This is an optimization exercise on Yosys and OpenROAD, whose aim is small area, a short achievable clock period and few clock cycles per item, not a production implementation. The RTL was checked by simulation tests, not by an equivalence proof against the original design. Power figures rest on the tool's default switching activity, not on a simulated workload.

==> flow/design.v <==
module Processor(clk , rst , imem_addr , imem_data , IR , Loaded , Stored , Out , valid) ;
	input clk ;
	input rst ;
	input [15:0] imem_data ;
	output [15:0] imem_addr ;
	output reg valid ;
	output reg [15:0] Out , Stored , Loaded ;
	output reg [15:0] IR ;
	localparam [255:0] RINIT = {
		16'h1984, 16'h3994, 16'h0CDE, 16'h1CBA, 16'h0102, 16'h1A32, 16'h0414, 16'h22DA,
		16'h1C86, 16'h22E0, 16'h0001, 16'h1C3A, 16'h00AA, 16'h0030, 16'h0020, 16'h0010 } ;
	localparam [255:0] MINIT = {
		16'h1984, 16'h0000, 16'h0CDE, 16'h0000, 16'h0102, 16'h1A32, 16'h0000, 16'h22DA,
		16'h0000, 16'h0000, 16'h0000, 16'h1C3A, 16'h00AA, 16'h0000, 16'h0020, 16'h0001 } ;
	reg [15:0] pc ;
	assign imem_addr = pc ;
	reg [255:0] rf ;    
	reg [255:0] dm ;    
	reg rst_q ;
	reg [15:0] IRd ;
	reg [3:0] d_rb ;      
	reg d_sub ;
	reg vd ;
	always @(posedge clk) begin
		IRd <= imem_data ;
		d_rb <= (imem_data[15:12] == 4'd6) ? imem_data[11:8] : imem_data[3:0] ;
		d_sub <= (imem_data[15:12] == 4'd1) ;
		rst_q <= rst ;
		if (rst) begin
			pc <= 16'd0 ;
			vd <= 1'b0 ;
		end else begin
			pc <= pc + 16'd1 ;
			vd <= 1'b1 ;
		end
	end
	wire [3:0] d_op  = IRd[15:12] ;
	wire [3:0] d_rs1 = IRd[7:4] ;
	wire d_and   = (d_op == 4'd2) ;
	wire d_or    = (d_op == 4'd3) ;
	wire d_xor   = (d_op == 4'd4) ;
	wire d_load  = (d_op == 4'd5) ;
	wire d_store = (d_op == 4'd6) ;
	wire d_sum   = !(d_and || d_or || d_xor || d_load || d_store) ;
	reg [15:0] A , Bx ;   
	reg [15:0] IRe ;
	reg ve ;
	reg c_sub , c_and , c_or , c_xor , c_ld , c_st , c_sum ;
	reg ww ;              
	reg [3:0] wrd ;
	wire [15:0] res ;     
	reg [15:0] Am ;       
	reg [15:0] wen ;      
	wire e_wr = ve && !c_st ;    
	wire fwa = e_wr && (IRe[11:8] == d_rs1) ;
	wire fwb = e_wr && (IRe[11:8] == d_rb) ;
	wire [15:0] rfa = (ww && wrd == d_rs1) ? Out : rf[{d_rs1, 4'b0} +: 16] ;
	wire [15:0] rfb = (ww && wrd == d_rb) ? Out : rf[{d_rb, 4'b0} +: 16] ;
	wire [15:0] opb = fwb ? res : rfb ;
	always @(posedge clk) begin
		A <= fwa ? res : rfa ;
		Am <= 16'd1 << (fwa ? res[3:0] : rfa[3:0]) ;
		wen <= {16{rst}} | ({16{e_wr}} & (16'd1 << IRe[11:8])) ;
		Bx <= d_sub ? ~opb : opb ;
		IRe <= IRd ;
		c_sub <= d_sub ;
		c_and <= d_and ;
		c_or <= d_or ;
		c_xor <= d_xor ;
		c_sum <= d_sum ;
		c_ld <= d_load && vd && !rst ;
		c_st <= d_store && vd && !rst ;
		ve <= vd && !rst ;
	end
	wire [16:0] sum = {A, 1'b1} + {Bx, c_sub} ;    
	reg [15:0] mrd ;
	integer k ;
	always @* begin
		mrd = 16'd0 ;
		for (k = 0 ; k < 16 ; k = k + 1) mrd = mrd | ({16{Am[k]}} & dm[16*k +: 16]) ;
	end
	assign res = ({16{c_sum}} & sum[16:1]) | ({16{c_and}} & (A & Bx)) | ({16{c_or}} & (A | Bx)) |
	             ({16{c_xor}} & (A ^ Bx)) | ({16{c_ld}} & mrd) | ({16{c_st}} & Bx) ;
	wire [15:0] rf_wd_0 = Out & {16{~rst_q}} ;    
	wire [15:0] rf_wd_1 = Out | {16{rst_q}} ;     
	wire [15:0] dm_wd_0 = Bx & {16{~rst_q}} ;
	wire [15:0] dm_wd_1 = Bx | {16{rst_q}} ;
	genvar gi , gj ;
	generate
		for (gi = 0 ; gi < 16 ; gi = gi + 1) begin : row
			wire rf_en = wen[gi] ;
			wire dm_en = rst_q | (c_st && Am[gi]) ;
			for (gj = 0 ; gj < 16 ; gj = gj + 1) begin : col
				always @(posedge clk) begin
					if (rf_en) rf[16*gi + gj] <= RINIT[16*gi + gj] ? rf_wd_1[gj] : rf_wd_0[gj] ;
					if (dm_en) dm[16*gi + gj] <= MINIT[16*gi + gj] ? dm_wd_1[gj] : dm_wd_0[gj] ;
				end
			end
		end
	endgenerate
	always @(posedge clk) begin
		if (rst) begin
			valid <= 1'b0 ;
			ww <= 1'b0 ;
		end else begin
			valid <= ve ;
			ww <= e_wr ;
		end
		if (rst_q) begin
			Loaded <= 16'd0 ;
			Stored <= 16'd0 ;
		end else begin
			if (c_ld) Loaded <= mrd ;
			if (c_st) Stored <= Bx ;
		end
		wrd <= IRe[11:8] ;
		IR <= IRe ;
		Out <= res ;
	end
endmodule
make LEC_CHECK=0 CAP_MARGIN=20 CORE_MARGIN=2 CORE_UTILIZATION=65 CTS_CLUSTER_DIAMETER=70 CTS_CLUSTER_SIZE=20 SETUP_SLACK_MARGIN=3.7 SLEW_MARGIN=20 finish   # period 6.0 ns
run.sh (not shown) runs the stock make flow with config.mk's settings and CLKGATE_MAP_FILE= SYNTH_SCRIPT=/design/flow/synth_recipe.tcl, a recipe that flattens the netlist after the stock synthesis.
Testbench counts at the start, summed over its fixed seeds: cycles 3,216, instrs 3,200.
Rerun with:
--- a/flow/design.v
+++ b/flow/design.v
@@ -18,15 +18,18 @@
 	reg [255:0] dm ;    
 	reg rst_q ;
 	reg [15:0] IRd ;
 	reg [3:0] d_rb ;      
 	reg d_sub ;
+	reg [15:0] ra_oh , rb_oh ;    
 	reg vd ;
 	always @(posedge clk) begin
 		IRd <= imem_data ;
 		d_rb <= (imem_data[15:12] == 4'd6) ? imem_data[11:8] : imem_data[3:0] ;
 		d_sub <= (imem_data[15:12] == 4'd1) ;
+		ra_oh <= 16'd1 << imem_data[7:4] ;
+		rb_oh <= 16'd1 << ((imem_data[15:12] == 4'd6) ? imem_data[11:8] : imem_data[3:0]) ;
 		rst_q <= rst ;
 		if (rst) begin
 			pc <= 16'd0 ;
 			vd <= 1'b0 ;
 		end else begin
@@ -52,12 +55,22 @@
 	reg [15:0] Am ;       
 	reg [15:0] wen ;      
 	wire e_wr = ve && !c_st ;    
 	wire fwa = e_wr && (IRe[11:8] == d_rs1) ;
 	wire fwb = e_wr && (IRe[11:8] == d_rb) ;
-	wire [15:0] rfa = (ww && wrd == d_rs1) ? Out : rf[{d_rs1, 4'b0} +: 16] ;
-	wire [15:0] rfb = (ww && wrd == d_rb) ? Out : rf[{d_rb, 4'b0} +: 16] ;
+	reg [15:0] rda , rdb ;
+	integer k ;
+	always @* begin
+		rda = 16'd0 ;
+		rdb = 16'd0 ;
+		for (k = 0 ; k < 16 ; k = k + 1) begin
+			rda = rda | ({16{ra_oh[k]}} & rf[16*k +: 16]) ;
+			rdb = rdb | ({16{rb_oh[k]}} & rf[16*k +: 16]) ;
+		end
+	end
+	wire [15:0] rfa = (ww && wrd == d_rs1) ? Out : rda ;
+	wire [15:0] rfb = (ww && wrd == d_rb) ? Out : rdb ;
 	wire [15:0] opb = fwb ? res : rfb ;
 	always @(posedge clk) begin
 		A <= fwa ? res : rfa ;
 		Am <= 16'd1 << (fwa ? res[3:0] : rfa[3:0]) ;
 		wen <= {16{rst}} | ({16{e_wr}} & (16'd1 << IRe[11:8])) ;
@@ -72,14 +85,14 @@
 		c_st <= d_store && vd && !rst ;
 		ve <= vd && !rst ;
 	end
 	wire [16:0] sum = {A, 1'b1} + {Bx, c_sub} ;    
 	reg [15:0] mrd ;
-	integer k ;
+	integer m ;
 	always @* begin
 		mrd = 16'd0 ;
-		for (k = 0 ; k < 16 ; k = k + 1) mrd = mrd | ({16{Am[k]}} & dm[16*k +: 16]) ;
+		for (m = 0 ; m < 16 ; m = m + 1) mrd = mrd | ({16{Am[m]}} & dm[16*m +: 16]) ;
 	end
 	assign res = ({16{c_sum}} & sum[16:1]) | ({16{c_and}} & (A & Bx)) | ({16{c_or}} & (A | Bx)) |
 	             ({16{c_xor}} & (A ^ Bx)) | ({16{c_ld}} & mrd) | ({16{c_st}} & Bx) ;
 	wire [15:0] rf_wd_0 = Out & {16{~rst_q}} ;    
 	wire [15:0] rf_wd_1 = Out | {16{rst_q}} ;     
Wire length climbs by about a fifth.
Design area drops by a few percent.
Cell count climbs by a little under a tenth.
Sequential share of layout area climbs by 3.5 points.
Via count climbs by roughly a tenth.
Combinational power drops by about a fifth.
Clock-buffer cell count climbs by 4.
Global-route usage climbs by 4.5 points.
Synthesized area stays flat.
First-iteration DRC count climbs by well over a third.
Worst setup slack improved by 0.16 ns.
Maximum frequency climbs by a few percent.
Non-clock buffer count drops by 57.
Testbench counts after the change, summed over its fixed seeds: cycles 3,216, instrs 3,200.

-- afterwards: timing with drivers on the ports --
How much do the figures lean on ideal ports? The routed layouts below were timed once more, with nothing changed but the port constraints.
Step 1 (the two cells are an assumption about what drives the block):
set clk [get_ports {clk}]
set_driving_cell -lib_cell sky130_fd_sc_hd__clkbuf_16 $clk
set_driving_cell -lib_cell sky130_fd_sc_hd__buf_2 [delete_from_list [all_inputs] $clk]
Step 2 times the ports against the registers' clock, not the clock port: input delays grow and output delays shrink by t, the midpoint of the rising clock arrivals with the driver on.
a / b / c = ideal ports / drivers / drivers and shift; a / b = the first two.
| run | t, ns | slack for setup (ns) | clock arrival spread, ns |
|---|---|---|---|
| the first run | 0.659 | 3.451 / 3.414 / 3.148 | 0.029 / 0.029 |
| the second run | 0.658 | 3.610 / 3.587 / 3.137 | 0.021 / 0.020 |
After both steps every run listed still meets setup and hold. The setup slack of the second run, which loses most, moves by -0.023 ns with the drivers and by -0.473 ns with both steps.
